Background: an optimization exercise with open tools, aiming at small area and a short achievable clock period. Do not read the settings as production practice.
Where RTL was checked, it was by simulation tests only, not by an equivalence proof against the original.
For run 1, only the layout was checked, not whether the RTL still works.
No activity file was given, so power comes from the tool's default toggle rates.

## flow/config.mk

```make
export PLATFORM = sky130hd
export DESIGN_NAME = lightHashDES
export DESIGN_NICKNAME = lightHashDES
export VERILOG_FILES = /design/flow/design.v
export SDC_FILE = /design/flow/constraint.sdc
export NUM_CORES = 4
export LEC_CHECK = 0
export CAP_MARGIN = 20
export CORE_MARGIN = 2
export CORE_UTILIZATION = 40
export SETUP_SLACK_MARGIN = 1.6
export SLEW_MARGIN = 20
export SYNTH_HIERARCHICAL = 1
```

## flow/constraint.sdc

```tcl
create_clock -name core_clock -period 3.3 [get_ports {clk}]
set_input_delay 0.6600 -clock core_clock [delete_from_list [all_inputs] [get_ports {clk}]]
set_output_delay 0.6600 -clock core_clock [all_outputs]
set_load 0.01 [all_outputs]
```

## flow/design.v

```verilog
module Sbox5 (
    input  [5:0] in,
    output reg [3:0] out
);
    reg [1:0] row;
    reg [3:0] column;
    always @(*) begin
        row = {in[5], in[0]};
        column = in[4:1];
        case (column)
            4'b0000 : case (row)
                        2'b00 :  out = 4'b0010;
                        2'b01 :  out = 4'b1110;
                        2'b10 :  out = 4'b0100;
                        2'b11 :  out = 4'b1011;
                     endcase
            4'b0001 : case (row)
                        2'b00 :  out = 4'b1100;
                        2'b01 :  out = 4'b1011;
                        2'b10 :  out = 4'b0010;
                        2'b11 :  out = 4'b1000;
                     endcase
            4'b0010 : case (row)
                        2'b00 :  out = 4'b0100;
                        2'b01 :  out = 4'b0010;
                        2'b10 :  out = 4'b0001;
                        2'b11 :  out = 4'b1100;
                     endcase
            4'b0011 : case (row)
                        2'b00 :  out = 4'b0001;
                        2'b01 :  out = 4'b1100;
                        2'b10 :  out = 4'b1011;
                        2'b11 :  out = 4'b0111;
                     endcase
            4'b0100 : case (row)
                        2'b00 :  out = 4'b0111;
                        2'b01 :  out = 4'b0100;
                        2'b10 :  out = 4'b1100;
                        2'b11 :  out = 4'b0001;
                     endcase
            4'b0101 : case (row)
                        2'b00 :  out = 4'b1010;
                        2'b01 :  out = 4'b0111;  
                        2'b10 :  out = 4'b1101;
                        2'b11 :  out = 4'b1110;
                     endcase
            4'b0110 : case (row)
                        2'b00 :  out = 4'b1011;
                        2'b01 :  out = 4'b1101;
                        2'b10 :  out = 4'b0111;
                        2'b11 :  out = 4'b0010;
                     endcase
            4'b0111 : case (row)
                        2'b00 :  out = 4'b0110;
                        2'b01 :  out = 4'b0001;
                        2'b10 :  out = 4'b1000;
                        2'b11 :  out = 4'b1101;
                     endcase
            4'b1000 : case (row)
                        2'b00 :  out = 4'b1000;
                        2'b01 :  out = 4'b0101;
                        2'b10 :  out = 4'b1111;
                        2'b11 :  out = 4'b0110;
                     endcase
            4'b1001 : case (row)
                        2'b00 :  out = 4'b0101;
                        2'b01 :  out = 4'b0000;
                        2'b10 :  out = 4'b1001;
                        2'b11 :  out = 4'b1111;
                     endcase
            4'b1010 : case (row)
                        2'b00 :  out = 4'b0011;
                        2'b01 :  out = 4'b1111;
                        2'b10 :  out = 4'b1100;
                        2'b11 :  out = 4'b0000;
                     endcase
            4'b1011 : case (row)
                        2'b00 :  out = 4'b1111;
                        2'b01 :  out = 4'b1100;
                        2'b10 :  out = 4'b0101;
                        2'b11 :  out = 4'b1001;
                     endcase
            4'b1100 : case (row)
                        2'b00 :  out = 4'b1101;
                        2'b01 :  out = 4'b0011;
                        2'b10 :  out = 4'b0110;
                        2'b11 :  out = 4'b1100;
                     endcase
            4'b1101 : case (row)
                        2'b00 :  out = 4'b0000;
                        2'b01 :  out = 4'b1001;
                        2'b10 :  out = 4'b0011;
                        2'b11 :  out = 4'b0100;
                     endcase
            4'b1110 : case (row)
                        2'b00 :  out = 4'b1110;
                        2'b01 :  out = 4'b1000;
                        2'b10 :  out = 4'b0000;
                        2'b11 :  out = 4'b0101;
                     endcase
            4'b1111 : case (row)
                        2'b00 :  out = 4'b1001;
                        2'b01 :  out = 4'b0110;
                        2'b10 :  out = 4'b1110;
                        2'b11 :  out = 4'b0011;
                     endcase
            default: out = 4'h0;
        endcase
    end
endmodule
module Round (
    input  [3:0]  s_box_out,
    input  [31:0] h_in,
    output reg [31:0] h_out
);
    reg [3:0] h_in_n [0:7];
    reg [3:0] h_out_n [0:7];
    integer i;
    reg [3:0] temp;
    reg [1:0] rot;  
    always @(*) begin
        h_in_n[7] = h_in[31:28];
        h_in_n[6] = h_in[27:24];
        h_in_n[5] = h_in[23:20];
        h_in_n[4] = h_in[19:16];
        h_in_n[3] = h_in[15:12];
        h_in_n[2] = h_in[11:8];
        h_in_n[1] = h_in[7:4];
        h_in_n[0] = h_in[3:0];
        for (i = 0; i < 8; i = i + 1) begin
            temp = h_in_n[(i + 2) % 8] ^ s_box_out;
            rot = (i/2);  
            if (rot == 0)
                h_out_n[i] = temp & 4'hF;
            else
                h_out_n[i] = ( ((temp << rot) | (temp >> (4 - rot))) & 4'hF );
        end
        h_out = {h_out_n[7], h_out_n[6], h_out_n[5], h_out_n[4],
                 h_out_n[3], h_out_n[2], h_out_n[1], h_out_n[0]};
    end
endmodule
module HashIteration (
    input  [7:0] M,
    output reg   a,
    output reg   b,
    output reg   c       
);
    wire [5:0] x = {M[5], M[7] ^ M[2], M[3], M[0], M[4] ^ M[1], M[6]};
    always @(*) begin
        case (x)
            6'd0 : {a, b, c} = 3'b011;
            6'd1 : {a, b, c} = 3'b101;
            6'd2 : {a, b, c} = 3'b110;
            6'd3 : {a, b, c} = 3'b101;
            6'd4 : {a, b, c} = 3'b101;
            6'd5 : {a, b, c} = 3'b011;
            6'd6 : {a, b, c} = 3'b101;
            6'd7 : {a, b, c} = 3'b110;
            6'd8 : {a, b, c} = 3'b011;
            6'd9 : {a, b, c} = 3'b101;
            6'd10: {a, b, c} = 3'b000;
            6'd11: {a, b, c} = 3'b011;
            6'd12: {a, b, c} = 3'b101;
            6'd13: {a, b, c} = 3'b011;
            6'd14: {a, b, c} = 3'b110;
            6'd15: {a, b, c} = 3'b101;
            6'd16: {a, b, c} = 3'b011;
            6'd17: {a, b, c} = 3'b000;
            6'd18: {a, b, c} = 3'b000;
            6'd19: {a, b, c} = 3'b000;
            6'd20: {a, b, c} = 3'b110;
            6'd21: {a, b, c} = 3'b000;
            6'd22: {a, b, c} = 3'b000;
            6'd23: {a, b, c} = 3'b110;
            6'd24: {a, b, c} = 3'b011;
            6'd25: {a, b, c} = 3'b110;
            6'd26: {a, b, c} = 3'b000;
            6'd27: {a, b, c} = 3'b110;
            6'd28: {a, b, c} = 3'b101;
            6'd29: {a, b, c} = 3'b011;
            6'd30: {a, b, c} = 3'b110;
            6'd31: {a, b, c} = 3'b110;
            6'd32: {a, b, c} = 3'b101;
            6'd33: {a, b, c} = 3'b101;
            6'd34: {a, b, c} = 3'b011;
            6'd35: {a, b, c} = 3'b011;
            6'd36: {a, b, c} = 3'b101;
            6'd37: {a, b, c} = 3'b110;
            6'd38: {a, b, c} = 3'b101;
            6'd39: {a, b, c} = 3'b011;
            6'd40: {a, b, c} = 3'b110;
            6'd41: {a, b, c} = 3'b101;
            6'd42: {a, b, c} = 3'b011;
            6'd43: {a, b, c} = 3'b101;
            6'd44: {a, b, c} = 3'b011;
            6'd45: {a, b, c} = 3'b011;
            6'd46: {a, b, c} = 3'b011;
            6'd47: {a, b, c} = 3'b011;
            6'd48: {a, b, c} = 3'b000;
            6'd49: {a, b, c} = 3'b110;
            6'd50: {a, b, c} = 3'b110;
            6'd51: {a, b, c} = 3'b000;
            6'd52: {a, b, c} = 3'b110;
            6'd53: {a, b, c} = 3'b000;
            6'd54: {a, b, c} = 3'b000;
            6'd55: {a, b, c} = 3'b110;
            6'd56: {a, b, c} = 3'b110;
            6'd57: {a, b, c} = 3'b110;
            6'd58: {a, b, c} = 3'b110;
            6'd59: {a, b, c} = 3'b101;
            6'd60: {a, b, c} = 3'b000;
            6'd61: {a, b, c} = 3'b000;
            6'd62: {a, b, c} = 3'b101;
            6'd63: {a, b, c} = 3'b110;
            default: {a, b, c} = 3'b000;
        endcase
    end
endmodule
module cz_inv  (input a, output y);       assign y = ~a;           endmodule
module cz_nor2 (input a, b, output y);    assign y = ~(a | b);     endmodule
module cz_nand2(input a, b, output y);    assign y = ~(a & b);     endmodule
module cz_nor3 (input a, b, c, output y); assign y = ~(a | b | c); endmodule
module cz_bit0(input c, l, s, output d);    assign d = s ? l : ~c;        endmodule
module cz_bitp(input c, t, l, s, output d); assign d = s ? l : (c ^ t);   endmodule
module cz_bitn(input c, t, l, s, output d); assign d = s ? l : ~(c ^ t);  endmodule   
module lightHashDES(
    input              clk,
    input              M_valid,
    input              rst_n,
    input      [7:0]   M,
    input     [63:0]   input_length,
    output reg         hash_ready,
    output     [31:0]  digest
);
    reg        busy;
    reg [63:0] counter;
    reg        a_t, b_t, c_t;  
    reg [11:0] f;              
    wire [63:0] counter_d;
    wire start = !busy && M_valid;
    wire z1;
    wire z2;
    wire z3;
    wire z4;
    wire z5;
    wire z6;
    wire z7;
    wire z8;
    wire z9;
    wire z10;
    wire z11;
    wire z12;
    wire z13;
    wire z14;
    wire z15;
    wire z16;
    wire z17;
    wire z18;
    wire z19;
    wire z20;
    wire z21;
    wire z22;
    wire z23;
    wire z24;
    wire z25;
    wire z26;
    wire z27;
    wire z28;
    wire z29;
    wire z30;
    wire z31;
    wire z32;
    wire z33;
    wire z34;
    wire z35;
    wire z36;
    wire z37;
    wire z38;
    wire z39;
    wire z40;
    wire z41;
    wire z42;
    wire z43;
    wire z44;
    wire z45;
    wire z46;
    wire z47;
    wire z48;
    wire z49;
    wire z50;
    wire z51;
    wire z52;
    wire z53;
    wire z54;
    wire z55;
    wire z56;
    wire z57;
    wire z58;
    wire z59;
    wire z60;
    wire z61;
    wire z62;
    wire z63;
    wire zi64;
    wire z65;
    wire z66;
    wire z67;
    wire z68;
    wire z69;
    wire z70;
    wire z71;
    wire z72;
    wire z73;
    wire z74;
    wire z75;
    wire z76;
    wire z77;
    wire z78;
    wire z79;
    wire zi80;
    wire z81;
    wire z82;
    wire z83;
    wire z84;
    wire z85;
    wire z86;
    wire z87;
    wire z88;
    wire z89;
    wire z90;
    wire z91;
    wire z92;
    wire z93;
    wire zi94;
    wire z95;
    wire zi96;
    wire z97;
    wire z98;
    wire z99;
    wire z100;
    wire z101;
    wire z102;
    wire zi103;
    wire z104;
    wire zg105;
    wire zi106;
    wire z107;
    wire zi108;
    wire z109;
    wire z110;
    wire zg111;
    wire z112;
    wire z113;
    wire zi114;
    wire z115;
    wire zg116;
    wire zi117;
    wire z118;
    wire z119;
    wire zi120;
    wire z121;
    wire zg122;
    wire zi123;
    wire z124;
    wire zi125;
    wire z126;
    wire z127;
    wire zg128;
    wire z129;
    wire zi130;
    wire z131;
    wire z132;
    wire zg133;
    wire z134;
    wire zi135;
    wire z136;
    wire z137;
    wire zg138;
    wire z139;
    wire zi140;
    wire z141;
    wire z142;
    wire zg143;
    wire z144;
    wire z145;
    wire zi146;
    wire z147;
    wire zg148;
    wire zi149;
    wire z150;
    wire z151;
    wire zi152;
    wire z153;
    wire zg154;
    wire zi155;
    wire z156;
    wire z157;
    wire zi158;
    wire z159;
    wire zg160;
    wire zi161;
    wire z162;
    wire z163;
    wire zi164;
    wire z165;
    wire zg166;
    wire zi167;
    wire z168;
    wire z169;
    wire zi170;
    wire z171;
    wire zg172;
    wire zi173;
    wire z174;
    wire z175;
    wire zi176;
    wire z177;
    wire zg178;
    wire zi179;
    wire z180;
    wire z181;
    wire zi182;
    wire z183;
    wire zg184;
    wire zi185;
    wire z186;
    wire zg187;
    wire z188;
    wire z189;
    wire z190;
    wire z191;
    wire z192;
    wire z193;
    wire z194;
    wire z195;
    wire z196;
    wire z197;
    wire zi198;
    wire z199;
    wire z200;
    wire z201;
    wire z202;
    cz_nor2  u_z1 (.a(counter[0]), .b(counter[1]), .y(z1));
    cz_nor2  u_z2 (.a(counter[2]), .b(counter[3]), .y(z2));
    cz_nor2  u_z3 (.a(counter[4]), .b(counter[5]), .y(z3));
    cz_nor2  u_z4 (.a(counter[6]), .b(counter[7]), .y(z4));
    cz_nor2  u_z5 (.a(counter[8]), .b(counter[9]), .y(z5));
    cz_nor2  u_z6 (.a(counter[10]), .b(counter[11]), .y(z6));
    cz_nor2  u_z7 (.a(counter[12]), .b(counter[13]), .y(z7));
    cz_nor2  u_z8 (.a(counter[14]), .b(counter[15]), .y(z8));
    cz_nor2  u_z9 (.a(counter[16]), .b(counter[17]), .y(z9));
    cz_nor2  u_z10 (.a(counter[18]), .b(counter[19]), .y(z10));
    cz_nor2  u_z11 (.a(counter[20]), .b(counter[21]), .y(z11));
    cz_nor2  u_z12 (.a(counter[22]), .b(counter[23]), .y(z12));
    cz_nor2  u_z13 (.a(counter[24]), .b(counter[25]), .y(z13));
    cz_nor2  u_z14 (.a(counter[26]), .b(counter[27]), .y(z14));
    cz_nor2  u_z15 (.a(counter[28]), .b(counter[29]), .y(z15));
    cz_nor2  u_z16 (.a(counter[30]), .b(counter[31]), .y(z16));
    cz_nor2  u_z17 (.a(counter[32]), .b(counter[33]), .y(z17));
    cz_nor2  u_z18 (.a(counter[34]), .b(counter[35]), .y(z18));
    cz_nor2  u_z19 (.a(counter[36]), .b(counter[37]), .y(z19));
    cz_nor2  u_z20 (.a(counter[38]), .b(counter[39]), .y(z20));
    cz_nor2  u_z21 (.a(counter[40]), .b(counter[41]), .y(z21));
    cz_nor2  u_z22 (.a(counter[42]), .b(counter[43]), .y(z22));
    cz_nor2  u_z23 (.a(counter[44]), .b(counter[45]), .y(z23));
    cz_nor2  u_z24 (.a(counter[46]), .b(counter[47]), .y(z24));
    cz_nor2  u_z25 (.a(counter[48]), .b(counter[49]), .y(z25));
    cz_nor2  u_z26 (.a(counter[50]), .b(counter[51]), .y(z26));
    cz_nor2  u_z27 (.a(counter[52]), .b(counter[53]), .y(z27));
    cz_nor2  u_z28 (.a(counter[54]), .b(counter[55]), .y(z28));
    cz_nor2  u_z29 (.a(counter[56]), .b(counter[57]), .y(z29));
    cz_nor2  u_z30 (.a(counter[58]), .b(counter[59]), .y(z30));
    cz_nor2  u_z31 (.a(counter[60]), .b(counter[61]), .y(z31));
    cz_nor2  u_z32 (.a(counter[62]), .b(counter[63]), .y(z32));
    cz_nand2 u_z33 (.a(z1), .b(z2), .y(z33));
    cz_nand2 u_z34 (.a(z3), .b(z4), .y(z34));
    cz_nand2 u_z35 (.a(z5), .b(z6), .y(z35));
    cz_nand2 u_z36 (.a(z7), .b(z8), .y(z36));
    cz_nand2 u_z37 (.a(z9), .b(z10), .y(z37));
    cz_nand2 u_z38 (.a(z11), .b(z12), .y(z38));
    cz_nand2 u_z39 (.a(z13), .b(z14), .y(z39));
    cz_nand2 u_z40 (.a(z15), .b(z16), .y(z40));
    cz_nand2 u_z41 (.a(z17), .b(z18), .y(z41));
    cz_nand2 u_z42 (.a(z19), .b(z20), .y(z42));
    cz_nand2 u_z43 (.a(z21), .b(z22), .y(z43));
    cz_nand2 u_z44 (.a(z23), .b(z24), .y(z44));
    cz_nand2 u_z45 (.a(z25), .b(z26), .y(z45));
    cz_nand2 u_z46 (.a(z27), .b(z28), .y(z46));
    cz_nand2 u_z47 (.a(z29), .b(z30), .y(z47));
    cz_nand2 u_z48 (.a(z31), .b(z32), .y(z48));
    cz_nor2  u_z49 (.a(z34), .b(z33), .y(z49));
    cz_nor2  u_z50 (.a(z35), .b(z34), .y(z50));
    cz_nor2  u_z51 (.a(z36), .b(z35), .y(z51));
    cz_nor2  u_z52 (.a(z37), .b(z36), .y(z52));
    cz_nor2  u_z53 (.a(z38), .b(z37), .y(z53));
    cz_nor2  u_z54 (.a(z39), .b(z38), .y(z54));
    cz_nor2  u_z55 (.a(z40), .b(z39), .y(z55));
    cz_nor2  u_z56 (.a(z41), .b(z40), .y(z56));
    cz_nor2  u_z57 (.a(z42), .b(z41), .y(z57));
    cz_nor2  u_z58 (.a(z43), .b(z42), .y(z58));
    cz_nor2  u_z59 (.a(z44), .b(z43), .y(z59));
    cz_nor2  u_z60 (.a(z45), .b(z44), .y(z60));
    cz_nor2  u_z61 (.a(z46), .b(z45), .y(z61));
    cz_nor2  u_z62 (.a(z47), .b(z46), .y(z62));
    cz_nor2  u_z63 (.a(z48), .b(z47), .y(z63));
    cz_inv   u_zi64 (.a(z33), .y(zi64));
    cz_nand2 u_z65 (.a(z50), .b(zi64), .y(z65));
    cz_nand2 u_z66 (.a(z51), .b(z49), .y(z66));
    cz_nand2 u_z67 (.a(z52), .b(z50), .y(z67));
    cz_nand2 u_z68 (.a(z53), .b(z51), .y(z68));
    cz_nand2 u_z69 (.a(z54), .b(z52), .y(z69));
    cz_nand2 u_z70 (.a(z55), .b(z53), .y(z70));
    cz_nand2 u_z71 (.a(z56), .b(z54), .y(z71));
    cz_nand2 u_z72 (.a(z57), .b(z55), .y(z72));
    cz_nand2 u_z73 (.a(z58), .b(z56), .y(z73));
    cz_nand2 u_z74 (.a(z59), .b(z57), .y(z74));
    cz_nand2 u_z75 (.a(z60), .b(z58), .y(z75));
    cz_nand2 u_z76 (.a(z61), .b(z59), .y(z76));
    cz_nand2 u_z77 (.a(z62), .b(z60), .y(z77));
    cz_nand2 u_z78 (.a(z63), .b(z61), .y(z78));
    cz_nor2  u_z79 (.a(z67), .b(z33), .y(z79));
    cz_inv   u_zi80 (.a(z49), .y(zi80));
    cz_nor2  u_z81 (.a(z68), .b(zi80), .y(z81));
    cz_nor2  u_z82 (.a(z69), .b(z65), .y(z82));
    cz_nor2  u_z83 (.a(z70), .b(z66), .y(z83));
    cz_nor2  u_z84 (.a(z71), .b(z67), .y(z84));
    cz_nor2  u_z85 (.a(z72), .b(z68), .y(z85));
    cz_nor2  u_z86 (.a(z73), .b(z69), .y(z86));
    cz_nor2  u_z87 (.a(z74), .b(z70), .y(z87));
    cz_nor2  u_z88 (.a(z75), .b(z71), .y(z88));
    cz_nor2  u_z89 (.a(z76), .b(z72), .y(z89));
    cz_nor2  u_z90 (.a(z77), .b(z73), .y(z90));
    cz_nor2  u_z91 (.a(z78), .b(z74), .y(z91));
    cz_nand2 u_z92 (.a(z84), .b(zi64), .y(z92));
    cz_nand2 u_z93 (.a(z85), .b(z49), .y(z93));
    cz_inv   u_zi94 (.a(z65), .y(zi94));
    cz_nand2 u_z95 (.a(z86), .b(zi94), .y(z95));
    cz_inv   u_zi96 (.a(z66), .y(zi96));
    cz_nand2 u_z97 (.a(z87), .b(zi96), .y(z97));
    cz_nand2 u_z98 (.a(z88), .b(z79), .y(z98));
    cz_nand2 u_z99 (.a(z89), .b(z81), .y(z99));
    cz_nand2 u_z100 (.a(z90), .b(z82), .y(z100));
    cz_nand2 u_z101 (.a(z91), .b(z83), .y(z101));
    cz_nor2  u_z102 (.a(z33), .b(counter[4]), .y(z102));
    cz_inv   u_zi103 (.a(z3), .y(zi103));
    cz_nor2  u_z104 (.a(z33), .b(zi103), .y(z104));
    cz_nor3  u_zg105 (.a(counter[4]), .b(counter[5]), .c(counter[6]), .y(zg105));
    cz_inv   u_zi106 (.a(zg105), .y(zi106));
    cz_nor2  u_z107 (.a(z33), .b(zi106), .y(z107));
    cz_inv   u_zi108 (.a(counter[8]), .y(zi108));
    cz_nand2 u_z109 (.a(z49), .b(zi108), .y(z109));
    cz_nand2 u_z110 (.a(z49), .b(z5), .y(z110));
    cz_nor3  u_zg111 (.a(counter[8]), .b(counter[9]), .c(counter[10]), .y(zg111));
    cz_nand2 u_z112 (.a(z49), .b(zg111), .y(z112));
    cz_nor2  u_z113 (.a(z65), .b(counter[12]), .y(z113));
    cz_inv   u_zi114 (.a(z7), .y(zi114));
    cz_nor2  u_z115 (.a(z65), .b(zi114), .y(z115));
    cz_nor3  u_zg116 (.a(counter[12]), .b(counter[13]), .c(counter[14]), .y(zg116));
    cz_inv   u_zi117 (.a(zg116), .y(zi117));
    cz_nor2  u_z118 (.a(z65), .b(zi117), .y(z118));
    cz_nor2  u_z119 (.a(z66), .b(counter[16]), .y(z119));
    cz_inv   u_zi120 (.a(z9), .y(zi120));
    cz_nor2  u_z121 (.a(z66), .b(zi120), .y(z121));
    cz_nor3  u_zg122 (.a(counter[16]), .b(counter[17]), .c(counter[18]), .y(zg122));
    cz_inv   u_zi123 (.a(zg122), .y(zi123));
    cz_nor2  u_z124 (.a(z66), .b(zi123), .y(z124));
    cz_inv   u_zi125 (.a(counter[20]), .y(zi125));
    cz_nand2 u_z126 (.a(z79), .b(zi125), .y(z126));
    cz_nand2 u_z127 (.a(z79), .b(z11), .y(z127));
    cz_nor3  u_zg128 (.a(counter[20]), .b(counter[21]), .c(counter[22]), .y(zg128));
    cz_nand2 u_z129 (.a(z79), .b(zg128), .y(z129));
    cz_inv   u_zi130 (.a(counter[24]), .y(zi130));
    cz_nand2 u_z131 (.a(z81), .b(zi130), .y(z131));
    cz_nand2 u_z132 (.a(z81), .b(z13), .y(z132));
    cz_nor3  u_zg133 (.a(counter[24]), .b(counter[25]), .c(counter[26]), .y(zg133));
    cz_nand2 u_z134 (.a(z81), .b(zg133), .y(z134));
    cz_inv   u_zi135 (.a(counter[28]), .y(zi135));
    cz_nand2 u_z136 (.a(z82), .b(zi135), .y(z136));
    cz_nand2 u_z137 (.a(z82), .b(z15), .y(z137));
    cz_nor3  u_zg138 (.a(counter[28]), .b(counter[29]), .c(counter[30]), .y(zg138));
    cz_nand2 u_z139 (.a(z82), .b(zg138), .y(z139));
    cz_inv   u_zi140 (.a(counter[32]), .y(zi140));
    cz_nand2 u_z141 (.a(z83), .b(zi140), .y(z141));
    cz_nand2 u_z142 (.a(z83), .b(z17), .y(z142));
    cz_nor3  u_zg143 (.a(counter[32]), .b(counter[33]), .c(counter[34]), .y(zg143));
    cz_nand2 u_z144 (.a(z83), .b(zg143), .y(z144));
    cz_nor2  u_z145 (.a(z92), .b(counter[36]), .y(z145));
    cz_inv   u_zi146 (.a(z19), .y(zi146));
    cz_nor2  u_z147 (.a(z92), .b(zi146), .y(z147));
    cz_nor3  u_zg148 (.a(counter[36]), .b(counter[37]), .c(counter[38]), .y(zg148));
    cz_inv   u_zi149 (.a(zg148), .y(zi149));
    cz_nor2  u_z150 (.a(z92), .b(zi149), .y(z150));
    cz_nor2  u_z151 (.a(z93), .b(counter[40]), .y(z151));
    cz_inv   u_zi152 (.a(z21), .y(zi152));
    cz_nor2  u_z153 (.a(z93), .b(zi152), .y(z153));
    cz_nor3  u_zg154 (.a(counter[40]), .b(counter[41]), .c(counter[42]), .y(zg154));
    cz_inv   u_zi155 (.a(zg154), .y(zi155));
    cz_nor2  u_z156 (.a(z93), .b(zi155), .y(z156));
    cz_nor2  u_z157 (.a(z95), .b(counter[44]), .y(z157));
    cz_inv   u_zi158 (.a(z23), .y(zi158));
    cz_nor2  u_z159 (.a(z95), .b(zi158), .y(z159));
    cz_nor3  u_zg160 (.a(counter[44]), .b(counter[45]), .c(counter[46]), .y(zg160));
    cz_inv   u_zi161 (.a(zg160), .y(zi161));
    cz_nor2  u_z162 (.a(z95), .b(zi161), .y(z162));
    cz_nor2  u_z163 (.a(z97), .b(counter[48]), .y(z163));
    cz_inv   u_zi164 (.a(z25), .y(zi164));
    cz_nor2  u_z165 (.a(z97), .b(zi164), .y(z165));
    cz_nor3  u_zg166 (.a(counter[48]), .b(counter[49]), .c(counter[50]), .y(zg166));
    cz_inv   u_zi167 (.a(zg166), .y(zi167));
    cz_nor2  u_z168 (.a(z97), .b(zi167), .y(z168));
    cz_nor2  u_z169 (.a(z98), .b(counter[52]), .y(z169));
    cz_inv   u_zi170 (.a(z27), .y(zi170));
    cz_nor2  u_z171 (.a(z98), .b(zi170), .y(z171));
    cz_nor3  u_zg172 (.a(counter[52]), .b(counter[53]), .c(counter[54]), .y(zg172));
    cz_inv   u_zi173 (.a(zg172), .y(zi173));
    cz_nor2  u_z174 (.a(z98), .b(zi173), .y(z174));
    cz_nor2  u_z175 (.a(z99), .b(counter[56]), .y(z175));
    cz_inv   u_zi176 (.a(z29), .y(zi176));
    cz_nor2  u_z177 (.a(z99), .b(zi176), .y(z177));
    cz_nor3  u_zg178 (.a(counter[56]), .b(counter[57]), .c(counter[58]), .y(zg178));
    cz_inv   u_zi179 (.a(zg178), .y(zi179));
    cz_nor2  u_z180 (.a(z99), .b(zi179), .y(z180));
    cz_nor2  u_z181 (.a(z100), .b(counter[60]), .y(z181));
    cz_inv   u_zi182 (.a(z31), .y(zi182));
    cz_nor2  u_z183 (.a(z100), .b(zi182), .y(z183));
    cz_nor3  u_zg184 (.a(counter[60]), .b(counter[61]), .c(counter[62]), .y(zg184));
    cz_inv   u_zi185 (.a(zg184), .y(zi185));
    cz_nor2  u_z186 (.a(z100), .b(zi185), .y(z186));
    cz_nor3  u_zg187 (.a(counter[0]), .b(counter[1]), .c(counter[2]), .y(zg187));
    cz_nor2  u_z188 (.a(z34), .b(z35), .y(z188));
    cz_nor2  u_z189 (.a(z36), .b(z37), .y(z189));
    cz_nor2  u_z190 (.a(z38), .b(z39), .y(z190));
    cz_nor2  u_z191 (.a(z40), .b(z41), .y(z191));
    cz_nor2  u_z192 (.a(z42), .b(z43), .y(z192));
    cz_nor2  u_z193 (.a(z44), .b(z45), .y(z193));
    cz_nor2  u_z194 (.a(z46), .b(z47), .y(z194));
    cz_nand2 u_z195 (.a(z188), .b(z189), .y(z195));
    cz_nand2 u_z196 (.a(z190), .b(z191), .y(z196));
    cz_nand2 u_z197 (.a(z192), .b(z193), .y(z197));
    cz_inv   u_zi198 (.a(z48), .y(zi198));
    cz_nand2 u_z199 (.a(z194), .b(zi198), .y(z199));
    cz_nor2  u_z200 (.a(z195), .b(z196), .y(z200));
    cz_nor2  u_z201 (.a(z197), .b(z199), .y(z201));
    cz_nand2 u_z202 (.a(z200), .b(z201), .y(z202));
    cz_bit0 u_b0 (.c(counter[0]), .l(input_length[0]), .s(start), .d(counter_d[0]));
    cz_bitn u_b1 (.c(counter[1]), .t(counter[0]), .l(input_length[1]), .s(start), .d(counter_d[1]));
    cz_bitp u_b2 (.c(counter[2]), .t(z1), .l(input_length[2]), .s(start), .d(counter_d[2]));
    cz_bitp u_b3 (.c(counter[3]), .t(zg187), .l(input_length[3]), .s(start), .d(counter_d[3]));
    cz_bitn u_b4 (.c(counter[4]), .t(z33), .l(input_length[4]), .s(start), .d(counter_d[4]));
    cz_bitp u_b5 (.c(counter[5]), .t(z102), .l(input_length[5]), .s(start), .d(counter_d[5]));
    cz_bitp u_b6 (.c(counter[6]), .t(z104), .l(input_length[6]), .s(start), .d(counter_d[6]));
    cz_bitp u_b7 (.c(counter[7]), .t(z107), .l(input_length[7]), .s(start), .d(counter_d[7]));
    cz_bitp u_b8 (.c(counter[8]), .t(z49), .l(input_length[8]), .s(start), .d(counter_d[8]));
    cz_bitn u_b9 (.c(counter[9]), .t(z109), .l(input_length[9]), .s(start), .d(counter_d[9]));
    cz_bitn u_b10 (.c(counter[10]), .t(z110), .l(input_length[10]), .s(start), .d(counter_d[10]));
    cz_bitn u_b11 (.c(counter[11]), .t(z112), .l(input_length[11]), .s(start), .d(counter_d[11]));
    cz_bitn u_b12 (.c(counter[12]), .t(z65), .l(input_length[12]), .s(start), .d(counter_d[12]));
    cz_bitp u_b13 (.c(counter[13]), .t(z113), .l(input_length[13]), .s(start), .d(counter_d[13]));
    cz_bitp u_b14 (.c(counter[14]), .t(z115), .l(input_length[14]), .s(start), .d(counter_d[14]));
    cz_bitp u_b15 (.c(counter[15]), .t(z118), .l(input_length[15]), .s(start), .d(counter_d[15]));
    cz_bitn u_b16 (.c(counter[16]), .t(z66), .l(input_length[16]), .s(start), .d(counter_d[16]));
    cz_bitp u_b17 (.c(counter[17]), .t(z119), .l(input_length[17]), .s(start), .d(counter_d[17]));
    cz_bitp u_b18 (.c(counter[18]), .t(z121), .l(input_length[18]), .s(start), .d(counter_d[18]));
    cz_bitp u_b19 (.c(counter[19]), .t(z124), .l(input_length[19]), .s(start), .d(counter_d[19]));
    cz_bitp u_b20 (.c(counter[20]), .t(z79), .l(input_length[20]), .s(start), .d(counter_d[20]));
    cz_bitn u_b21 (.c(counter[21]), .t(z126), .l(input_length[21]), .s(start), .d(counter_d[21]));
    cz_bitn u_b22 (.c(counter[22]), .t(z127), .l(input_length[22]), .s(start), .d(counter_d[22]));
    cz_bitn u_b23 (.c(counter[23]), .t(z129), .l(input_length[23]), .s(start), .d(counter_d[23]));
    cz_bitp u_b24 (.c(counter[24]), .t(z81), .l(input_length[24]), .s(start), .d(counter_d[24]));
    cz_bitn u_b25 (.c(counter[25]), .t(z131), .l(input_length[25]), .s(start), .d(counter_d[25]));
    cz_bitn u_b26 (.c(counter[26]), .t(z132), .l(input_length[26]), .s(start), .d(counter_d[26]));
    cz_bitn u_b27 (.c(counter[27]), .t(z134), .l(input_length[27]), .s(start), .d(counter_d[27]));
    cz_bitp u_b28 (.c(counter[28]), .t(z82), .l(input_length[28]), .s(start), .d(counter_d[28]));
    cz_bitn u_b29 (.c(counter[29]), .t(z136), .l(input_length[29]), .s(start), .d(counter_d[29]));
    cz_bitn u_b30 (.c(counter[30]), .t(z137), .l(input_length[30]), .s(start), .d(counter_d[30]));
    cz_bitn u_b31 (.c(counter[31]), .t(z139), .l(input_length[31]), .s(start), .d(counter_d[31]));
    cz_bitp u_b32 (.c(counter[32]), .t(z83), .l(input_length[32]), .s(start), .d(counter_d[32]));
    cz_bitn u_b33 (.c(counter[33]), .t(z141), .l(input_length[33]), .s(start), .d(counter_d[33]));
    cz_bitn u_b34 (.c(counter[34]), .t(z142), .l(input_length[34]), .s(start), .d(counter_d[34]));
    cz_bitn u_b35 (.c(counter[35]), .t(z144), .l(input_length[35]), .s(start), .d(counter_d[35]));
    cz_bitn u_b36 (.c(counter[36]), .t(z92), .l(input_length[36]), .s(start), .d(counter_d[36]));
    cz_bitp u_b37 (.c(counter[37]), .t(z145), .l(input_length[37]), .s(start), .d(counter_d[37]));
    cz_bitp u_b38 (.c(counter[38]), .t(z147), .l(input_length[38]), .s(start), .d(counter_d[38]));
    cz_bitp u_b39 (.c(counter[39]), .t(z150), .l(input_length[39]), .s(start), .d(counter_d[39]));
    cz_bitn u_b40 (.c(counter[40]), .t(z93), .l(input_length[40]), .s(start), .d(counter_d[40]));
    cz_bitp u_b41 (.c(counter[41]), .t(z151), .l(input_length[41]), .s(start), .d(counter_d[41]));
    cz_bitp u_b42 (.c(counter[42]), .t(z153), .l(input_length[42]), .s(start), .d(counter_d[42]));
    cz_bitp u_b43 (.c(counter[43]), .t(z156), .l(input_length[43]), .s(start), .d(counter_d[43]));
    cz_bitn u_b44 (.c(counter[44]), .t(z95), .l(input_length[44]), .s(start), .d(counter_d[44]));
    cz_bitp u_b45 (.c(counter[45]), .t(z157), .l(input_length[45]), .s(start), .d(counter_d[45]));
    cz_bitp u_b46 (.c(counter[46]), .t(z159), .l(input_length[46]), .s(start), .d(counter_d[46]));
    cz_bitp u_b47 (.c(counter[47]), .t(z162), .l(input_length[47]), .s(start), .d(counter_d[47]));
    cz_bitn u_b48 (.c(counter[48]), .t(z97), .l(input_length[48]), .s(start), .d(counter_d[48]));
    cz_bitp u_b49 (.c(counter[49]), .t(z163), .l(input_length[49]), .s(start), .d(counter_d[49]));
    cz_bitp u_b50 (.c(counter[50]), .t(z165), .l(input_length[50]), .s(start), .d(counter_d[50]));
    cz_bitp u_b51 (.c(counter[51]), .t(z168), .l(input_length[51]), .s(start), .d(counter_d[51]));
    cz_bitn u_b52 (.c(counter[52]), .t(z98), .l(input_length[52]), .s(start), .d(counter_d[52]));
    cz_bitp u_b53 (.c(counter[53]), .t(z169), .l(input_length[53]), .s(start), .d(counter_d[53]));
    cz_bitp u_b54 (.c(counter[54]), .t(z171), .l(input_length[54]), .s(start), .d(counter_d[54]));
    cz_bitp u_b55 (.c(counter[55]), .t(z174), .l(input_length[55]), .s(start), .d(counter_d[55]));
    cz_bitn u_b56 (.c(counter[56]), .t(z99), .l(input_length[56]), .s(start), .d(counter_d[56]));
    cz_bitp u_b57 (.c(counter[57]), .t(z175), .l(input_length[57]), .s(start), .d(counter_d[57]));
    cz_bitp u_b58 (.c(counter[58]), .t(z177), .l(input_length[58]), .s(start), .d(counter_d[58]));
    cz_bitp u_b59 (.c(counter[59]), .t(z180), .l(input_length[59]), .s(start), .d(counter_d[59]));
    cz_bitn u_b60 (.c(counter[60]), .t(z100), .l(input_length[60]), .s(start), .d(counter_d[60]));
    cz_bitp u_b61 (.c(counter[61]), .t(z181), .l(input_length[61]), .s(start), .d(counter_d[61]));
    cz_bitp u_b62 (.c(counter[62]), .t(z183), .l(input_length[62]), .s(start), .d(counter_d[62]));
    cz_bitp u_b63 (.c(counter[63]), .t(z186), .l(input_length[63]), .s(start), .d(counter_d[63]));
    wire one = counter[0] & ~counter[1] & z2 & ~z202;    
    wire a_m, b_m, c_m;
    HashIteration main (.M(M), .a(a_m), .b(b_m), .c(c_m));
    always @(posedge clk or negedge rst_n) begin
        if (!rst_n) begin
            busy       <= 1'b0;
            hash_ready <= 1'b0;
        end else begin
            hash_ready <= busy & one;
            busy       <= busy ? !one : M_valid;
        end
    end
    localparam [11:0] C0 = 12'b1010_1101_0101;
    localparam [11:0] CP = 12'b0111_1110_0011;
    localparam [11:0] CA = 12'b1000_0110_1111;
    localparam [11:0] CB = 12'b0001_1001_1111;
    localparam [11:0] CC = CA & CB;            
    localparam [11:0] OA = CA & ~CB;           
    localparam [11:0] OB = CB & ~CA;           
    always @(posedge clk) begin
        counter <= counter_d;
        a_t     <= a_m;
        b_t     <= b_m;
        c_t     <= c_m;
        f       <= start ? C0 : f ^ CP ^ (OA & {12{a_t}}) ^ (OB & {12{b_t}}) ^ (CC & {12{c_t}});
    end
    assign digest = {
        f[4],  f[11], f[4],  f[11], f[8],  f[5],  f[7],  f[6],    
        f[9],  f[9],  f[10], f[10], f[10], 1'b0,  f[9],  1'b0,    
        f[6],  f[8],  f[5],  f[7],  f[6],  f[4],  f[5],  f[4],    
        f[3],  f[0],  f[3],  f[1],  f[2],  f[1],  f[2],  f[0]     
    };
endmodule
```

## flow/flow/run.sh

```bash
#!/bin/bash
cp standard.sh standard.sh.txt
export BUFFER_PORTS_ARGS="-buffer_cell sky130_fd_sc_hd__buf_1"
bash standard.sh > standard.log 2>&1
```

## flow/standard.sh

```bash
#!/bin/bash
# synth_recipe.tcl (not shown) runs the flow's synth.tcl, then flattens the netlist and writes it again
# the make line also repeats each setting of config.mk as NAME=value (left out here)
make -C /OpenROAD-flow-scripts/flow DESIGN_CONFIG=/design/flow/config.mk WORK_HOME=/design/flow/orfs CLKGATE_MAP_FILE= SYNTH_SCRIPT=/design/flow/synth_recipe.tcl "${@:-finish}"
```

==> results of run 1 <==
critical path, delay by kind of cell (launching register included):
family                    cells  cell delay [ns]
DFF                           1             0.35
AOI/OAI and AO/OA             1             0.07
and+or+nand+nor               7             0.96
xor gates and xnor gates      1             0.13
sequential cells by signal (all words and copies together) (netlist names):
register	cells
counter	64
f	12
a_t	1
b_t	1
busy	1
c_t	1
hash_ready	1
power by group:
group,switching (mW),leakage (nW),internal [mW],total [mW]
Combinational,0.424,0.985,0.384,0.808
Sequential,0.262,0.690,1.23,1.49
Clock,0.362,0.0911,0.310,0.672
final timing paths:
kind                                    startpoint              endpoint  slack [ns]
min in group core_clock            f[9]$_SDFF_PP1_       f[9]$_SDFF_PP1_        0.41
worst min-delay path                         rst_n        busy$_DFF_PN0_        0.07
worst min register to register     f[9]$_SDFF_PP1_       f[9]$_SDFF_PP1_        0.41
max in group asynchronous                    rst_n  hash_ready$_DFF_PN0_        3.08
worst max-delay path            counter[5]$_DFF_P_   counter[54]$_DFF_P_        1.66
worst max register to register  counter[5]$_DFF_P_   counter[54]$_DFF_P_        1.66
timing repair:
item / in CTS / in global routing
buffers inserted: 4 / 5
endpoints found under the setup margin: 40 / 57
gates resized for setup: 14 / 55
pin swaps: 3 / 5
modules after synthesis, one instance, submodules excluded:
module | times used | cells inside
cz_inv | 30 | 1
cz_bitp | 37 | 3
cz_bit0 | 1 | 2
cz_bitn | 26 | 3
lightHashDES | 1 | 131
HashIteration | 1 | 57
cz_nor2 | 96 | 1
cz_nor3 | 16 | 1
cz_nand2 | 56 | 1
metal layers:
| metal | vias to the layer above | part of all wire, % | wire, um |
|---|---|---|---|
| met1 | 1682 | 48 | 4340 |
| met5 | - | 0 | 0 |
| met3 | 12 | 3.8 | 344 |
| met2 | 64 | 46 | 4210 |
| met4 | 0 | 2.2 | 197 |
| li1 | 2019 | - | - |
cells in the mapped netlist:
master and number:
o32ai_1 1, nand3_1 3, o31ai_1 2, xor2_2 1, dfxtp_1 79, nor2_1 100, o221ai_1 1, nor3_2 16
o211ai_1 2, a2111oi_2 1, and4bb_2 1, dfrtp_1 2, o21ai_1 64, nor3_1 1, inv_6 1, inv_1 34
xnor2_1 43, buf_4 21, a21oi_1 8, nor2_2 5, ha_1 1, buf_8 1, a311oi_1 1, and3_1 2
a32oi_1 1, a21boi_2 1, conb_1 1, o22ai_1 1, clkbuf_1 2, o2111ai_1 1, o21ai_0 3, nand2_1 134
and2_1 1, nand2b_4 1, a221o_1 1, a31oi_1 1, a211oi_1 2, xor3_4 1, buf_2 2, xor2_1 32
nand4_1 1
logic make-up after synthesis:
family	after synthesis	share of synthesized area (%)
and+or+nand+nor	265	26.4
AOI/OAI and AO/OA	91	11.8
DFF	81	37.7
xor gates and xnor gates	77	16.2
buffers and inverters	61	7.54
adders and majority gates	1	0.289
other	1	0.0866
cells in the final DEF (no fill, tap or decap), drive strengths merged, types with 2 or more instances in the layout:
cell type,netlist,routed
inv,35,35
a211oi,2,2
nor2,105,105
nor3,17,17
dfxtp,79,79
xnor2,43,43
xor2,33,33
a21oi,8,8
nand2,134,134
clkinv,0,3
o211ai,2,2
o21ai,67,67
clkbuf,2,14
and3,2,2
nand3,3,3
clkinvlp,0,2
o31ai,2,2
conb,1,2
dfrtp,2,2
buf,24,112
cell type report:
class	count	share of cell area, %
clock buffers	11	2.93
well taps	136	3.30
inverters	35	2.69
clock inverters	5	0.582
repair buffers	115	9.21
flip-flops and latches	81	31.6
multi-input cells	436	49.7
==> results by group, run 1 <==
Status
  – Outcome: complete, no violations

Setup path
  – CP max stage cell: dfxtp_1
  – Setup CP Type: reg2reg
  – Element type at the critical path end: register
  – CP Launch Type: register
  – Crit path max fanout: 4
  – CP required: roughly 3.5 ns
  – CP cell instances: nor2_2 > nand2_2 > nor2_4 > nand2_1 > nor2_4 > nand2_2 > nor2_1 > xnor2_1 > o21ai_1
  – FF-to-FF path depth: 9
  – CP arrival: 1.86 ns
  – CP max stage delay: 0.35 ns

Cells and area
  – Layout area overhead: 19.3%
  – Final Non-Filler Cells: ~820
  – ANT cells: 0
  – Area of the multi-input gates: approximately 0.0026 sq mm
  – Final Instance Area: 0.00516 sq mm
  – Sequential cell area: 0.00163 sq mm
  – Final Net Count: between 700 and 800
  – Share of cells above drive strength 1: 17.3%
  – Fillers: about 1100
  – Utilization after layout: 49.6%

STA
  – Slew HR: about 55%
  – Slew at the pin closest to its max-slew limit: between 0.6 and 0.7 ns
  – RSZ-0062 raised after global routing: true
  – Final-report setup violation count: 0
  – Hold_ws: ~0.071 ns
  – Final worst-path cycle share: between 40% and 50%
  – Slew Viols, Final: 0
  – Post-route clock skew: between 0.01 and 0.015 ns
  – Min cycle time layout: 1.64 ns
  – Setup TNS: 0 ns
  – Fin worst setup slack: 1.66 ns
  – Final Hold Viols: 0
  – Fmax: just over 0.6 GHz

CTS
  – Clock root cell: clkbuf_8
  – Hold_buf cts: 0
  – CTS sink count: just over 80
  – Clock Pin Slew Worst Setup and Hold Paths: around 0.090 ns
  – Clock Tree Buf Depth: 2
  – CTS tree: yes
  – CTS Buf Count: 9
  – Clock Latency Late Sink: 0.36 ns
  – H-tree Lvls: 3

Power and ir drop
  – P_leak: approximately 1.8 nW
  – Power Dens Cells: 575 mW/mm^2
  – Final Power: 2.97 mW
  – Worst VDD drop: around 0.0003 V

Global routing
  – Global-route wire length before repair: between 10000 and 15000 um
  – Met1 Usage GRT: a little under a fifth
  – Largest net degree at the start of global routing: 134
  – Global-route track usage on met2: a little over a quarter
  – Met3 Use GR: approximately 2.8%
  – Global routing's busiest layer: met2
  – GR Util All Layers: about 15%
  – Vias in the first global route: 3409
  – Antenna violations before repair: 0
  – Global route overflow: 0

Routing
  – Drt total wl: about 9100 um
  – Initial DRT Pass Iterations: 4
  – DR iter-0 viols: 170
  – Via count of the routed design: 3777
  – Final ANT Viol Nets: 0
  – Detail-routed net length per standard cell: 11.1 um
  – DRC viols: 0
  – Via density: about 4.6

Floorplan
  – Die width: between 100 and 150 um
  – Die height: 108 um
  – Die area: roughly 0.012 sq mm
  – Core area: 0.0104 sq mm
  – Ports: between 100 and 150
  – Initial Util: about two fifths
  – Num rows: 37

Synthesis
  – Area share of the largest cell type after synthesis: 36.5%
  – Avg Cell Area, Syn: 7.50 sq um
  – Area contributors post-synth: dfxtp_1, nand2_1, xnor2_1, nor2_1, o21ai_1
  – Syn. warnings: 8
  – Sequential fraction of the synthesis area: a little under two fifths
  – Synthesized flop and latch total: 81
  – Synthesized area: 0.00433 sq mm
  – Cell taking the most area after synthesis: dfxtp_1
  – Mapped Cells: roughly 580
  – Synth unique cells: between 40 and 50

Placed design
  – Placed cells: 794
  – Pre-CTS WS: ~1.1 ns
  – Placed Area: about 0.0047 sq mm
  – Port Buffer Count: approximately 110
  – Post-DP HPWL: ~6500 um
  – GPL Wtd Cong: about 0.80

Flow run
  – Max_cap viols: 0

Min path
  – Hold Path Class: in2async
==> run 2: changes to the inputs <==
--- a/flow/design.v
+++ b/flow/design.v
@@ -235,7 +235,7 @@
     reg        busy;
     reg [63:0] counter;
     reg        a_t, b_t, c_t;  
-    reg [11:0] f;              
+    reg  [6:0] f;              
     wire [63:0] counter_d;
     wire start = !busy && M_valid;
     wire z1;
@@ -718,24 +718,24 @@
             busy       <= busy ? !one : M_valid;
         end
     end
-    localparam [11:0] C0 = 12'b1010_1101_0101;
-    localparam [11:0] CP = 12'b0111_1110_0011;
-    localparam [11:0] CA = 12'b1000_0110_1111;
-    localparam [11:0] CB = 12'b0001_1001_1111;
-    localparam [11:0] CC = CA & CB;            
-    localparam [11:0] OA = CA & ~CB;           
-    localparam [11:0] OB = CB & ~CA;           
+    localparam [6:0] C0 = 7'b111_0111;
+    localparam [6:0] CP = 7'b011_1001;
+    localparam [6:0] CA = 7'b100_1011;
+    localparam [6:0] CB = 7'b001_0111;
+    localparam [6:0] CC = CA & CB;            
+    localparam [6:0] OA = CA & ~CB;           
+    localparam [6:0] OB = CB & ~CA;           
     always @(posedge clk) begin
         counter <= counter_d;
         a_t     <= a_m;
         b_t     <= b_m;
         c_t     <= c_m;
-        f       <= start ? C0 : f ^ CP ^ (OA & {12{a_t}}) ^ (OB & {12{b_t}}) ^ (CC & {12{c_t}});
+        f       <= start ? C0 : f ^ CP ^ (OA & {7{a_t}}) ^ (OB & {7{b_t}}) ^ (CC & {7{c_t}});
     end
     assign digest = {
-        f[4],  f[11], f[4],  f[11], f[8],  f[5],  f[7],  f[6],    
-        f[9],  f[9],  f[10], f[10], f[10], 1'b0,  f[9],  1'b0,    
-        f[6],  f[8],  f[5],  f[7],  f[6],  f[4],  f[5],  f[4],    
-        f[3],  f[0],  f[3],  f[1],  f[2],  f[1],  f[2],  f[0]     
+        f[2],  f[6],  f[2],  f[6],  ~f[4], f[3],  f[4],  ~f[3],   
+        f[5],  f[5],  ~f[5], ~f[5], ~f[5], 1'b0,  f[5],  1'b0,    
+        ~f[3], ~f[4], f[3],  f[4],  ~f[3], f[2],  f[3],  f[2],    
+        ~f[1], f[0],  ~f[1], ~f[0], f[1],  ~f[0], f[1],  f[0]     
     };
 endmodule
--- a/flow/config.mk
+++ b/flow/config.mk
@@ -7,7 +7,7 @@
 export LEC_CHECK = 0
 export CAP_MARGIN = 20
 export CORE_MARGIN = 2
-export CORE_UTILIZATION = 40
+export CORE_UTILIZATION = 35
 export SETUP_SLACK_MARGIN = 1.6
 export SLEW_MARGIN = 20
 export SYNTH_HIERARCHICAL = 1
==> results by group, run 2 <==
Status
  – Outcome: complete, no violations

CTS
  – Clock Pin Slew Worst Setup and Hold Paths: 0.06 ns (-0.03 ns)
  – Clock Latency Late Sink: 0.34 ns (-0.02 ns)
  – CTS Buf Count: 9 (unchanged)
  – CTS sink count: 76 (-6.2%)
  – CTS tree: yes
  – Hold_buf cts: 0 (unchanged)
  – H-tree Lvls: 3 (unchanged)
  – Clock Tree Buf Depth: 2 (unchanged)
  – Clock root cell: clkbuf_16

Setup path
  – CP max stage delay: 0.42 ns (+0.07 ns)
  – CP required: 2.64 ns (-0.88 ns)
  – CP Launch Type: register
  – Crit path max fanout: 5 (+1)
  – Setup CP Type: reg2out
  – CP max stage cell: dfxtp_1
  – FF-to-FF path depth: 9 (unchanged)
  – Element type at the critical path end: output port
  – CP cell instances: inv_1 > buf_1
  – CP arrival: 0.99 ns (-0.87 ns)

Placed design
  – GPL Wtd Cong: 0.791 (-1.0%)
  – Port Buffer Count: 105 (unchanged)
  – Post-DP HPWL: 6720 um (+3.2%)
  – Placed Area: 0.00460 sq mm (-2.9%)

Routing
  – Via count of the routed design: 3805 (+0.74%)
  – Initial DRT Pass Iterations: 15 (+11)
  – Via density: 4.66 (+0.99%)
  – DR iter-0 viols: 152 (-11%)
  – Final ANT Viol Nets: 0 (unchanged)
  – Detail-routed net length per standard cell: 11.3 um (+2.2%)
  – Drt total wl: 9270 um (+1.9%)
  – DRC viols: 0 (unchanged)

Power and ir drop
  – Seq pwr share: 45.0% (-5.1 points)
  – P_int: 2.05 mW (+6.9%)
  – Comb pwr share: 25.5% (-1.7 points)
  – Power Dens Cells: 604 mW/mm^2 (+5.0%)
  – Sw frac: 33.7% (-1.6 points)
  – P_leak: 1.77 nW (+0.30%)
  – Power share of the clock group: 29.5% (+6.9 points)
  – Switching pwr: 1.04 mW (-0.35%)
  – Worst VDD drop: 0.000237 V (-19%)

STA
  – Final Hold Viols: 0 (unchanged)
  – Final worst-path cycle share: 49.9% (+0.20 points)
  – RSZ-0062 raised after global routing: true
  – Fmax: 0.608 GHz (-0.40%)
  – Final-report setup violation count: 0 (unchanged)
  – Hold_ws: 0.0970 ns (+0.0259 ns)
  – Slew Viols, Final: 0 (unchanged)
  – Min cycle time layout: 1.65 ns (+0.00653 ns)
  – Post-route clock skew: 0.00793 ns (-0.00323 ns)
  – Setup TNS: 0 ns (unchanged)

Synthesis
  – Synth top cells by count: nand2_1, nor2_1, dfxtp_1, o21ai_1, xnor2_1
  – Cell taking the most area after synthesis: dfxtp_1
  – Sequential fraction of the synthesis area: 36.8% (-0.89 points)
  – Most frequent cell after synthesis: nand2_1
  – Synth unique cells: 38 (-7.3%)
  – Mapped Cells: 567 (-1.7%)
  – Syn. warnings: 8 (unchanged)
  – Area share of the largest cell type after synthesis: 35.6% (-0.93 points)
  – Predominant post-synthesis flop cell: dfxtp_1
  – Synthesized flop and latch total: 76 (-6.2%)
  – Async set-or-reset flop fraction in the synthesized netlist: 2.63% (+0.16 points)
  – Synthesized area: 0.00416 sq mm (-3.9%)
  – Post-synth EDFFs: 0 (unchanged)
  – Avg Cell Area, Syn: 7.34 sq um (-2.2%)
  – Area contributors post-synth: dfxtp_1, nand2_1, nor2_1, xnor2_1, o21ai_1

Global routing
  – Largest net degree at the start of global routing: 57 (-57%)
  – GR Util All Layers: 14.8% (-0.66 points)
  – Antenna violations before repair: 0 (unchanged)
  – Global route overflow: 0 (unchanged)
  – Vias in the first global route: 3579 (+5.0%)
  – Global-route wire length before repair: 15400 um (+7.3%)

Cells and area
  – Final Net Count: 745 (-1.2%)
  – Most flop-heavy register: counter
  – Share of cells above drive strength 1: 15.3% (-2.0 points)
  – Max FFs per register: 64 (unchanged)
  – Layout area overhead: 23.3%
  – Most common cell after layout, fill and taps aside: nand2_1
  – Fillers: 1197 (+11%)
  – Top flop regs: counter (64), f (7)
  – Final Instance Area: 0.00513 sq mm (-0.63%)
  – Commonest non-fill, non-tap cells in the layout: nand2_1, buf_1, dfxtp_1, nor2_1, o21ai_1
  – ANT cells: 0 (unchanged)

Floorplan
  – Die area: 0.0128 sq mm (+9.5%)
  – Die width: 113 um (+4.6%)
  – Core area: 0.0115 sq mm (+11%)
  – Num rows: 39 (+5.4%)
  – Ports: 108 (unchanged)
  – Die height: 113 um (+4.6%)
  – Initial Util: 36.1% (-5.4 points)

Min path
  – Hold Path Class: in2async

Flow run
  – Max_cap viols: 0 (unchanged)
[run 2: what timing repair did]
item	CTS	global route
pin swaps	3	5
buffers inserted	3	4
gates resized for setup	20	53
endpoints found under the setup margin	42	58
[run 2: worst paths after layout]
check                              startpoint  slack [ns]                    to
setup reg to reg           counter[9]$_DFF_P_        1.67   counter[55]$_DFF_P_
hold / removal                          rst_n         0.1        busy$_DFF_PN0_
max in group asynchronous               rst_n        3.07  hash_ready$_DFF_PN0_
min in group core_clock       f[5]$_SDFF_PP1_        0.43       f[5]$_SDFF_PP1_
setup / recovery              f[3]$_SDFF_PP0_        1.65            digest[11]
hold reg to reg               f[5]$_SDFF_PP1_        0.43       f[5]$_SDFF_PP1_
[run 2: modules after synthesis (local to each module, per instance), a selection]
module,cell area (sq um),cells inside,flip-flops and latches
cz_bitn,17.5,3,0
cz_bitp,17.5,3,0
cz_nor3,10.0,1,0
cz_bit0,8.76,2,0
cz_inv,3.75,1,0
cz_nand2,3.75,1,0
HashIteration,378,57,0
cz_nor2,3.75,1,0
[run 2: per-stage QoR]
stage / setup slack (ns) / instances / utilization [%] / power (mW)
floorplan: 0.956 / 568 / - / 1.99
global route: 1.55 / 817 / 44.6 / 3.29
CTS: 1.61 / 813 / 43.0 / 3.05
global placement: 1.17 / 794 / 39.9 / 2.09
finish: 1.65 / 817 / 44.6 / 3.10
detailed placement: 1.09 / 794 / 39.9 / 2.11
[run 2: final cells by class]
| cell class | instances | area (sq um) | share of cell area (%) |
|---|---|---|---|
| clock buffer | 14 | 264 | 5.15 |
| multi-input combinational | 427 | 2500 | 48.8 |
| inverter | 40 | 154 | 3.00 |
| sequential | 76 | 1530 | 29.9 |
| tap | 143 | 179 | 3.49 |
| clock inverter | 2 | 10.0 | 0.195 |
| timing repair buffer | 115 | 487 | 9.49 |
[run 2: worst max-delay path, delay by kind of cell (launching register included)]
family | cells | cell delay [ns]
flops | 1 | 0.42
buf+inv | 2 | 0.23
[run 2: kinds of logic (layout without fill, tap and decap cells)]
family	count (synthesis)	after routing	synth area share, %
AOI/OAI and AO/OA	91	91	12.3
xor gates and xnor gates	73	73	16.0
adders and majority gates	1	1	0.301
buffers and inverters	65	171	7.82
DFF	76	76	36.8
other	1	2	0.0901
and+or+nand+nor	260	260	26.7
[run 2: power by group through the flow]
stage / Clock [mW] / Combinational (mW) / Sequential [mW]
floorplan: 0 / 0.629 / 1.36
CTS: 0.930 / 0.749 / 1.37
detailed placement: 0 / 0.725 / 1.38
global placement: 0 / 0.713 / 1.37
finish: 0.913 / 0.790 / 1.39
global route: 0.973 / 0.889 / 1.43
[run 2: routing by layer]
layer  GRT usage [%]  wire (um)  share of wire (%)  vias up
li1                -          -                  -     1992
met1            19.0       4380                 47     1707
met2            23.4       4270                 46       92
met3            2.84        416                4.5       14
met4            7.97        209                2.3        0
met5               0          0                  0        -
==> run 3: changes to the inputs <==
--- a/flow/config.mk
+++ b/flow/config.mk
@@ -7,7 +7,7 @@
 export LEC_CHECK = 0
 export CAP_MARGIN = 20
 export CORE_MARGIN = 2
-export CORE_UTILIZATION = 35
+export CORE_UTILIZATION = 50
 export SETUP_SLACK_MARGIN = 1.6
 export SLEW_MARGIN = 20
 export SYNTH_HIERARCHICAL = 1
==> results by group, run 3 <==
Power and ir drop
  – Worst VDD drop: 0.000259 V (+9.6%)
  – Power Dens Cells: 567 mW/mm^2 (-6.0%)
  – P_leak: 1.75 nW (-1.2%)

Cells and area
  – Layout area overhead: 21.3%
  – ANT cells: 0 (unchanged)
  – Top flop regs: counter (64), f (7)
  – Max FFs per register: 64 (unchanged)
  – Final Non-Filler Cells: 780 (-4.5%)
  – Final Net Count: 746 (+0.13%)
  – Most flop-heavy register: counter
  – Commonest non-fill, non-tap cells in the layout: nand2_1, buf_1, dfxtp_1, o21ai_1, nor2_1
  – Most common cell after layout, fill and taps aside: nand2_1
  – Utilization after layout: 62.0% (+17 points)
  – Share of cells above drive strength 1: 17.6% (+2.3 points)

Setup path
  – Element type at the critical path end: register
  – CP cell instances: nor2_4 > nand2_4 > nor2_4 > inv_1 > nor2_4 > nand2_4 > nor2_1 > xnor2_1 > o21ai_1
  – Most used cell, CP: nor2_4
  – CP Launch Type: register
  – CP max stage cell: dfxtp_1
  – R2r startpoint: counter[1]$_DFF_P_
  – Worst setup path startpoint: counter[1]$_DFF_P_
  – CP required: 3.53 ns (+0.89 ns)
  – Setup CP Type: reg2reg
  – CP arrival: 1.85 ns (+0.86 ns)
  – CP max stage delay: 0.37 ns (-0.05 ns)
  – Crit path max fanout: 7 (+2)

Synthesis
  – Synth unique cells: 38 (unchanged)
  – Mapped Cells: 567 (unchanged)
  – Avg Cell Area, Syn: 7.34 sq um (unchanged)
  – Sequential fraction of the synthesis area: 36.8% (unchanged)
  – Cell taking the most area after synthesis: dfxtp_1
  – Area contributors post-synth: dfxtp_1, nand2_1, nor2_1, xnor2_1, o21ai_1
  – Async set-or-reset flop fraction in the synthesized netlist: 2.63% (unchanged)
  – Syn. warnings: 8 (unchanged)
  – Synth top cells by count: nand2_1, nor2_1, dfxtp_1, o21ai_1, xnor2_1
  – Area share of the largest cell type after synthesis: 35.6% (unchanged)
  – Post-synth EDFFs: 0 (unchanged)
  – Most frequent cell after synthesis: nand2_1
  – Synthesized flop and latch total: 76 (unchanged)
  – Predominant post-synthesis flop cell: dfxtp_1
  – Synthesized area: 0.00416 sq mm (unchanged)

STA
  – Setup TNS: 0 ns (unchanged)
  – Fmax: 0.617 GHz (+1.6%)
  – Post-route clock skew: 0.0133 ns (+0.00535 ns)
  – Final worst-path cycle share: 49.1% (-0.79 points)
  – Min cycle time layout: 1.62 ns (-0.0262 ns)
  – Fin worst setup slack: 1.68 ns (+0.0262 ns)
  – RSZ-0062 raised after global routing: true
  – Final-report setup violation count: 0 (unchanged)
  – Slew Viols, Final: 0 (unchanged)
  – Final Hold Viols: 0 (unchanged)

Placed design
  – Port Buffer Count: 105 (unchanged)
  – Placed cells: 756 (-4.8%)
  – Pre-CTS WS: 1.03 ns (-0.0611 ns)
  – Post-DP HPWL: 6410 um (-4.6%)
  – GPL Wtd Cong: 0.790 (-0.21%)

Routing
  – DR iter-0 viols: 129 (-15%)
  – Drt total wl: 8880 um (-4.2%)
  – Final ANT Viol Nets: 0 (unchanged)
  – Initial DRT Pass Iterations: 4 (-11)
  – Via count of the routed design: 3713 (-2.4%)
  – DRC viols: 0 (unchanged)
  – Via density: 4.76 (+2.2%)
  – Detail-routed net length per standard cell: 11.4 um (+0.36%)

Floorplan
  – Initial Util: 51.2% (+15 points)
  – Core area: 0.00813 sq mm (-29%)
  – Die height: 95.2 um (-16%)
  – Num rows: 33 (-15%)
  – Ports: 108 (unchanged)
  – Die width: 95.2 um (-16%)
  – Die area: 0.00907 sq mm (-29%)

CTS
  – Clock Latency Late Sink: 0.35 ns (about the same)
  – CTS tree: yes
  – Clock root cell: clkbuf_8
  – Clock Tree Buf Depth: 2 (unchanged)
  – H-tree Lvls: 3 (unchanged)
  – CTS sink count: 76 (unchanged)
  – CTS Buf Count: 9 (unchanged)
  – Clock Pin Slew Worst Setup and Hold Paths: 0.08 ns (+0.02 ns)
  – Hold_buf cts: 0 (unchanged)

Global routing
  – GR Util All Layers: 20.2% (+5.4 points)
  – Met1 Usage GRT: 26.1% (+7.1 points)
  – Met3 Use GR: 4.58% (+1.7 points)
  – Antenna violations before repair: 0 (unchanged)
  – Vias in the first global route: 3354 (-6.3%)
  – Largest net degree at the start of global routing: 65 (+14%)
  – Global-route track usage on met2: 33.4% (+10 points)
  – Global route overflow: 0 (unchanged)
  – Global-route wire length before repair: 14400 um (-6.5%)
  – Global routing's busiest layer: met2

Status
  – Outcome: complete, no violations

Flow run
  – Max_cap viols: 0 (unchanged)

Min path
  – Hold Path Class: in2async
-- run 3: cell families (layout without fill, tap and decap cells) --
| family | after synthesis | after routing | share of synthesized area [%] |
|---|---|---|---|
| adder cells (fa/ha/maj) | 1 | 1 | 0.301 |
| XOR/XNOR | 73 | 73 | 16.0 |
| AND/OR/NAND/NOR | 260 | 260 | 26.7 |
| buffers and inverters | 65 | 172 | 7.82 |
| flip-flops | 76 | 76 | 36.8 |
| other | 1 | 2 | 0.0901 |
| AO/OA/AOI/OAI | 91 | 91 | 12.3 |
-- run 3: final cells by class --
type / instances / area (sq um)
Timing Repair Buffer: 115 / 488
Clock inverter: 6 / 65.1
Clock buffer: 10 / 128
Sequential cell: 76 / 1540
Fill cell: 774 / 3090
Inverter: 40 / 154
Timing Repair inverter: 1 / 7.51
Multi-Input combinational cell: 427 / 2530
Tap cell: 105 / 131
-- run 3: worst paths after layout --
check,cells past startpoint,end,slack (ns)
setup / recovery,9,counter[58]$_DFF_P_,1.68
max in group asynchronous,1,hash_ready$_DFF_PN0_,3.10
hold / removal,1,busy$_DFF_PN0_,0.07
hold reg to reg,1,f[5]$_SDFF_PP1_,0.42
setup reg to reg,9,counter[58]$_DFF_P_,1.68
min in group core_clock,1,f[5]$_SDFF_PP1_,0.42
-- run 3: critical path, delay by kind of cell, from the launching register on --
family	cells	cell delay (ns)
flops	1	0.37
xor+xnor	1	0.14
buf+inv	1	0.09
compound gates	1	0.07
simple gates	6	0.83
-- run 3: metal layers --
metal  up-vias  share of wire [%]
met1      1640                 48
met5         -                  0
li1       1998                  -
met4         0               0.89
met2        67                 47
met3         8                4.0
-- run 3: per-module statistics from Yosys, one instance, submodules excluded --
module	times used	flip-flops and latches	area, sq um
cz_bit0	1	0	8.76
cz_bitp	37	0	17.5
cz_inv	30	0	3.75
lightHashDES	1	76	1830
cz_nand2	56	0	3.75
cz_nor3	16	0	10.0
HashIteration	1	0	378
cz_bitn	26	0	17.5
cz_nor2	96	0	3.75
-- run 3: power by group --
group          internal [mW]  total, mW  switching [mW]  leakage (nW)
logic                  0.361      0.785           0.424          1.01
registers               1.14       1.38           0.240         0.648
clock network          0.350      0.696           0.347        0.0962
-- run 3: timing repair --
item / in CTS / in global routing
cloned: 1 / 0
pin swaps: 2 / 11
gates resized for setup: 18 / 67
hold endpoints to repair: 0 / 0
buffers inserted: 2 / 5
setup endpoints to repair: 67 / 50
-- run 3: per-stage QoR --
| stage | hold slack, ns | cell area [sq um] | power, mW |
|---|---|---|---|
| after detailed placement | 0.420 | 4560 | 2.11 |
| after floorplan | 0.364 | 4180 | 1.99 |
| after global routing | 0.0560 | 5050 | 3.08 |
| after CTS | 0.0505 | 4830 | 2.84 |
| final | 0.0742 | 5050 | 2.86 |
| after global placement | 0.418 | 4560 | 2.09 |

## static timing again, ports no longer ideal
Ports are ideal in the flow. The routed layouts listed here were re-timed in OpenROAD.
Step 1 (the two cells are an assumption about what drives the block):
set clk [get_ports {clk}]
set_driving_cell -lib_cell sky130_fd_sc_hd__clkbuf_16 $clk
set_driving_cell -lib_cell sky130_fd_sc_hd__buf_2 [delete_from_list [all_inputs] $clk]
Step 2 adds t to the input delays and takes it off the output delays; t is the mean of the earliest and latest rising clock arrival at the registers after step 1. Input paths then give back, and output paths get back, about the clock's delay inside the block.
a / b / c = no drivers / after step 1 / after step 2; a / b = the first two.
run | t, ns | setup WS [ns] | worst setup path after step 2 | slew at the worst register clock pin (ns) | pins driven straight from the clock port
run 1 | 0.389 | 1.661 / 1.650 / 1.302 | input to register | 0.09 / 0.09 | 1
run 2 | 0.371 | 1.654 / 1.617 / 1.338 | input to register | 0.06 / 0.06 | 1
run 3 | 0.373 | 1.680 / 1.670 / 1.332 | input to register | 0.08 / 0.08 | 1
After both steps every run listed still meets setup and hold. The setup slack of run 1, which loses most, moves by -0.011 ns with the drivers and by -0.359 ns with both steps.
